Background: an optimization exercise with open tools, aiming at small area. Do not read the settings as production practice.
Only simulation tests tie the RTL to the original design; equivalence was not proved.
No activity file was given, so power comes from the tool's default toggle rates.

==> v11 <==
## spi_trx
module spi_trx (
    input  wire        clk,
    input  wire        rst_n,
    input  wire [1:0]  df,
    input  wire [12:0] spi_tnum_max,
    input  wire        lsbf,
    input  wire        crc_en,
    input  wire        rxonly,
    input  wire [31:0] crc_poly,
    input  wire [31:0] spi_tx_data,
    output reg  [31:0] tx_crc_data_out,
    output wire        tx_start,
    output wire        tx_num_max_en,
    output reg         tx_crc_en,
    output wire        shift_out,
    input  wire        shift_in,
    output reg  [31:0] rx_crc_data_out,
    output reg  [31:0] spi_rx_data,
    output reg         rx_num_max_en,
    output reg         rx_crc_en,
    output wire        rx_busy
);
==> flow/config.mk <==
export PLATFORM = sky130hd
export DESIGN_NAME = spi_trx
export DESIGN_NICKNAME = spi_trx
export VERILOG_FILES = /design/flow/design.v
export SDC_FILE = /design/flow/constraint.sdc
export NUM_CORES = 4
export LEC_CHECK = 0
export CAP_MARGIN = 5
export CORE_MARGIN = 2
export CORE_UTILIZATION = 60
export SLEW_MARGIN = 5
==> flow/constraint.sdc <==
create_clock -name core_clock -period 5.0 [get_ports {clk}]
set_input_delay 1.0000 -clock core_clock [delete_from_list [all_inputs] [get_ports {clk}]]
set_output_delay 1.0000 -clock core_clock [all_outputs]
set_load 0.01 [all_outputs]
standard.sh (not shown) runs the stock make flow with config.mk's settings and CLKGATE_MAP_FILE= SYNTH_SCRIPT=/design/flow/synth_recipe.tcl, a recipe that flattens the netlist after the stock synthesis.
==> flow/flow/run.sh <==
#!/bin/bash
# Standard ORFS flow with these layout choices changed:
#  - synthesis keeps the (combinational) submodules apart while ABC maps
#    them, then flattens as usual; all registers are in the top module, and
#    flip-flops are mapped before ABC runs, so the registers are the standard
#    synthesis's;
#  - ABC maps with an area-oriented script (flow/abc_area.script);
#  - ports are buffered with the smallest buffer, sky130_fd_sc_hd__buf_1;
#  - the clock tree uses small clock buffers and no dummy loads.
set -euo pipefail
W=$PWD
rm -rf "$W/scripts_area"
cp -r "$FLOW_HOME/scripts" "$W/scripts_area"
cp "$W/flow/abc_area.script" "$W/scripts_area/abc_area.script"
ARGS=(
  "SCRIPTS_DIR=$W/scripts_area"
  "ABC_AREA=1"
  "SYNTH_HIERARCHICAL=1"
  "SYNTH_MINIMUM_KEEP_SIZE=0"
  "BUFFER_PORTS_ARGS=-buffer_cell sky130_fd_sc_hd__buf_1"
  "CTS_ARGS=-sink_clustering_enable -repair_clock_nets -buf_list {sky130_fd_sc_hd__clkbuf_4 sky130_fd_sc_hd__clkbuf_8} -dont_use_dummy_load"
)
bash standard.sh "${ARGS[@]}" synth > "$W/synth.log" 2>&1
bash standard.sh "${ARGS[@]}" finish > "$W/layout.log" 2>&1
==> flow/flow/abc_area.script <==
strash
dch
amap
strash
dch
amap
strash
dch
amap
==> inputs of v5, as changes to v11 <==
--- a/flow/design.v
+++ b/flow/design.v
@@ -132,55 +132,64 @@
         else if (g == 31)
             spi_ao3 u_sel (.a(tx_crc_data_out[g]), .sa(ld_c), .b(spi_tx_data[g]), .sb(ld_d),
                            .c(tsr[g - 1]), .sc(sh_l), .y(tsr_pre[g]));
         else
             spi_ao4 u_sel (.a(tx_crc_data_out[g]), .sa(ld_c), .b(spi_tx_data[g]), .sb(ld_d),
                            .c(tsr[g + 1]), .sc(sh_r), .d(tsr[g - 1]), .sd(sh_l), .y(tsr_pre[g]));
     end
 endgenerate
-reg [31:0] tsr_q;
-assign tsr = tsr_q;
-always @(posedge clk)
-    tsr_q <= tsr_pre;
-wire tx_bit = lsbf ? tsr_pre[0] : w8 ? tsr_pre[7] : w16 ? tsr_pre[15] : tsr_pre[31];
-reg so;
-always @(posedge clk or negedge rst_n) begin
-    if (!rst_n)
-        so <= 1'b0;
-    else
-        so <= tx_bit;
-end
-assign shift_out = so;
+reg        ts0, ts7, ts15, ts31;
+reg [5:0]  ts1_6;
+reg [6:0]  ts8_14;
+reg [14:0] ts16_30;
+assign tsr = {ts31, ts16_30, ts15, ts8_14, ts7, ts1_6, ts0};
+always @(posedge clk or negedge rst_n) begin
+    if (!rst_n) begin
+        ts0  <= 1'b0;
+        ts7  <= 1'b0;
+        ts15 <= 1'b0;
+        ts31 <= 1'b0;
+    end
+    else begin
+        ts0  <= tsr_pre[0];
+        ts7  <= tsr_pre[7];
+        ts15 <= tsr_pre[15];
+        ts31 <= tsr_pre[31];
+    end
+end
+always @(posedge clk) begin
+    ts1_6   <= tsr_pre[6:1];
+    ts8_14  <= tsr_pre[14:8];
+    ts16_30 <= tsr_pre[30:16];
+end
+assign shift_out = lsbf ? tsr[0] : w8 ? tsr[7] : w16 ? tsr[15] : tsr[31];
+wire   tx_bit    = lsbf ? tsr_pre[0] : w8 ? tsr_pre[7] : w16 ? tsr_pre[15] : tsr_pre[31];
 reg  [31:1] rsr;
-wire [31:0] din;
-assign din[31]    = shift_in;
-assign din[30:16] = rsr[31:17];
-assign din[15]    = (lsbf & w16) ? shift_in : rsr[16];
-assign din[14:8]  = rsr[15:9];
-assign din[7]     = (lsbf & w8) ? shift_in : rsr[8];
-assign din[6:0]   = rsr[7:1];
+wire [31:0] din = {shift_in, rsr[31:1]};
 always @(posedge clk)
     rsr <= din[31:1];
 wire [31:0] rdata;
-wire r_l   = last & lsbf;
-wire r_l16 = last & lsbf & ~w8;
+wire r_l8  = last & lsbf & w8;
+wire r_l16 = last & lsbf & w16;
 wire r_l32 = last & lsbf & w32;
 wire r_m8  = last & ~lsbf;
 wire r_m16 = last & ~lsbf & ~w8;
 wire r_m32 = last & ~lsbf & w32;
 wire r_h   = ~last;
 generate
     for (g = 0; g < 32; g = g + 1) begin : rx_next
         if (g < 8)
-            spi_ao3 u_sel (.a(din[g]), .sa(r_l), .b(din[31 - g]), .sb(r_m8),
-                           .c(spi_rx_data[g]), .sc(r_h), .y(rdata[g]));
+            spi_ao5 u_sel (.a(din[g + 24]), .sa(r_l8), .b(din[g + 16]), .sb(r_l16),
+                           .c(din[g]), .sc(r_l32), .d(din[31 - g]), .sd(r_m8),
+                           .e(spi_rx_data[g]), .se(r_h), .y(rdata[g]));
         else if (g < 16)
-            spi_ao3 u_sel (.a(din[g]), .sa(r_l16), .b(din[31 - g]), .sb(r_m16),
-                           .c(spi_rx_data[g]), .sc(r_h), .y(rdata[g]));
+            spi_ao4 u_sel (.a(din[g + 16]), .sa(r_l16), .b(din[g]), .sb(r_l32),
+                           .c(din[31 - g]), .sc(r_m16), .d(spi_rx_data[g]), .sd(r_h),
+                           .y(rdata[g]));
         else
             spi_ao3 u_sel (.a(din[g]), .sa(r_l32), .b(din[31 - g]), .sb(r_m32),
                            .c(spi_rx_data[g]), .sc(r_h), .y(rdata[g]));
     end
 endgenerate
 always @(posedge clk or negedge rst_n) begin
     if (!rst_n)
         spi_rx_data <= 32'h0;
- CORE_UTILIZATION: 60 -> 40
==> inputs of v22, as changes to v11 <==
--- a/flow/design.v
+++ b/flow/design.v
@@ -132,55 +132,64 @@
         else if (g == 31)
             spi_ao3 u_sel (.a(tx_crc_data_out[g]), .sa(ld_c), .b(spi_tx_data[g]), .sb(ld_d),
                            .c(tsr[g - 1]), .sc(sh_l), .y(tsr_pre[g]));
         else
             spi_ao4 u_sel (.a(tx_crc_data_out[g]), .sa(ld_c), .b(spi_tx_data[g]), .sb(ld_d),
                            .c(tsr[g + 1]), .sc(sh_r), .d(tsr[g - 1]), .sd(sh_l), .y(tsr_pre[g]));
     end
 endgenerate
-reg [31:0] tsr_q;
-assign tsr = tsr_q;
-always @(posedge clk)
-    tsr_q <= tsr_pre;
-wire tx_bit = lsbf ? tsr_pre[0] : w8 ? tsr_pre[7] : w16 ? tsr_pre[15] : tsr_pre[31];
-reg so;
-always @(posedge clk or negedge rst_n) begin
-    if (!rst_n)
-        so <= 1'b0;
-    else
-        so <= tx_bit;
-end
-assign shift_out = so;
+reg        ts0, ts7, ts15, ts31;
+reg [5:0]  ts1_6;
+reg [6:0]  ts8_14;
+reg [14:0] ts16_30;
+assign tsr = {ts31, ts16_30, ts15, ts8_14, ts7, ts1_6, ts0};
+always @(posedge clk or negedge rst_n) begin
+    if (!rst_n) begin
+        ts0  <= 1'b0;
+        ts7  <= 1'b0;
+        ts15 <= 1'b0;
+        ts31 <= 1'b0;
+    end
+    else begin
+        ts0  <= tsr_pre[0];
+        ts7  <= tsr_pre[7];
+        ts15 <= tsr_pre[15];
+        ts31 <= tsr_pre[31];
+    end
+end
+always @(posedge clk) begin
+    ts1_6   <= tsr_pre[6:1];
+    ts8_14  <= tsr_pre[14:8];
+    ts16_30 <= tsr_pre[30:16];
+end
+assign shift_out = lsbf ? tsr[0] : w8 ? tsr[7] : w16 ? tsr[15] : tsr[31];
+wire   tx_bit    = lsbf ? tsr_pre[0] : w8 ? tsr_pre[7] : w16 ? tsr_pre[15] : tsr_pre[31];
 reg  [31:1] rsr;
-wire [31:0] din;
-assign din[31]    = shift_in;
-assign din[30:16] = rsr[31:17];
-assign din[15]    = (lsbf & w16) ? shift_in : rsr[16];
-assign din[14:8]  = rsr[15:9];
-assign din[7]     = (lsbf & w8) ? shift_in : rsr[8];
-assign din[6:0]   = rsr[7:1];
+wire [31:0] din = {shift_in, rsr[31:1]};
 always @(posedge clk)
     rsr <= din[31:1];
 wire [31:0] rdata;
-wire r_l   = last & lsbf;
-wire r_l16 = last & lsbf & ~w8;
+wire r_l8  = last & lsbf & w8;
+wire r_l16 = last & lsbf & w16;
 wire r_l32 = last & lsbf & w32;
 wire r_m8  = last & ~lsbf;
 wire r_m16 = last & ~lsbf & ~w8;
 wire r_m32 = last & ~lsbf & w32;
 wire r_h   = ~last;
 generate
     for (g = 0; g < 32; g = g + 1) begin : rx_next
         if (g < 8)
-            spi_ao3 u_sel (.a(din[g]), .sa(r_l), .b(din[31 - g]), .sb(r_m8),
-                           .c(spi_rx_data[g]), .sc(r_h), .y(rdata[g]));
+            spi_ao5 u_sel (.a(din[g + 24]), .sa(r_l8), .b(din[g + 16]), .sb(r_l16),
+                           .c(din[g]), .sc(r_l32), .d(din[31 - g]), .sd(r_m8),
+                           .e(spi_rx_data[g]), .se(r_h), .y(rdata[g]));
         else if (g < 16)
-            spi_ao3 u_sel (.a(din[g]), .sa(r_l16), .b(din[31 - g]), .sb(r_m16),
-                           .c(spi_rx_data[g]), .sc(r_h), .y(rdata[g]));
+            spi_ao4 u_sel (.a(din[g + 16]), .sa(r_l16), .b(din[g]), .sb(r_l32),
+                           .c(din[31 - g]), .sc(r_m16), .d(spi_rx_data[g]), .sd(r_h),
+                           .y(rdata[g]));
         else
             spi_ao3 u_sel (.a(din[g]), .sa(r_l32), .b(din[31 - g]), .sb(r_m32),
                            .c(spi_rx_data[g]), .sc(r_h), .y(rdata[g]));
     end
 endgenerate
 always @(posedge clk or negedge rst_n) begin
     if (!rst_n)
         spi_rx_data <= 32'h0;
- CAP_MARGIN: 5 -> 0
- SLEW_MARGIN: 5 -> 0
==> qor summary <==
|  | v5 | v11 | v22 |
|---|---|---|---|
| Endpoint of the worst hold path | rsr[14] | rsr[23] | rsr[1] |
| Count of non-CTS buffers in the layout | 210 | 202 | 208 |
| Number of detailed-routing iterations run before antenna repair | 9 | 13 | 9 |
| DPL Wire Length | 15.5 mm | 13.7 mm | 14.6 mm |
| Pin count of the biggest net entering global routing | 67 | 74 | 75 |
| Slew headroom | 0.251 | 0.136 | 0.127 |
| Count of inserted antenna diode cells | 2 | 0 | 0 |
| Number of multi-input combinational cells | 458 | 427 | 458 |
| Global placer's final weighted congestion | 0.789 | 0.882 | 0.832 |
| Sequential-cell power consumption | 1.69 mW | 1.70 mW | 1.68 mW |
| Share of the synthesized area in the top cell type | 0.223 | 0.226 | 0.223 |
| DIE WIDTH | 141 um | 115 um | 116 um |
| Status | no timing/DRC/antenna violations | no timing/DRC/antenna violations | no timing/DRC/antenna violations |
| Comb power frac | 0.150 | 0.151 | 0.151 |
| Global-route met3 utilization | 0.0547 | 0.0654 | 0.0617 |
| Layout cells sized above 1 | 0.125 | 0.119 | 0.122 |
| Clock-pin slew of the registers on the worst-case setup and hold paths | 0.10 ns | 0.10 ns | 0.09 ns |
| N_taps | 234 | 168 | 168 |
| Post-layout instance count excluding filler cells | 1,149 | 1,061 | 1,079 |
| Core ar. | 0.0186 mm2 | 0.0121 mm2 | 0.0121 mm2 |

==> static timing again, ports no longer ideal <==
In the flow no input, the clock included, has a driving cell. The finished layouts below were timed again as built, in two steps.
Step 1: set_driving_cell puts a clkbuf_16 on clk and a buf_2 on each other input, an assumption about the parent block.
Step 2 moves the port delays by t, midway between the first and last clock arrival at a register: inputs arrive t later, outputs are due t later. That takes back most of the time a late clock gives input paths.
Slacks: ideal ports / drivers / drivers and shift; pairs: ideal ports / drivers.
run | shift t [ns] | slack for setup (ns) | hold slack, ns | clock arrival spread, ns | worst register clock-pin slew, ns
v11 | 0.475 | 0.855 / 0.871 / 0.397 | 0.360 / 0.360 / 0.360 | 0.033 / 0.033 | 0.10 / 0.10
v5 | 0.476 | 0.776 / 0.791 / 0.316 | 0.356 / 0.356 / 0.356 | 0.049 / 0.049 | 0.11 / 0.11
v22 | 0.493 | 0.679 / 0.695 / 0.202 | 0.377 / 0.377 / 0.377 | 0.024 / 0.024 | 0.09 / 0.09
After both steps every run listed still meets setup and hold. The setup slack of v22, which loses most, moves by +0.016 ns with the drivers and by -0.477 ns with both steps.
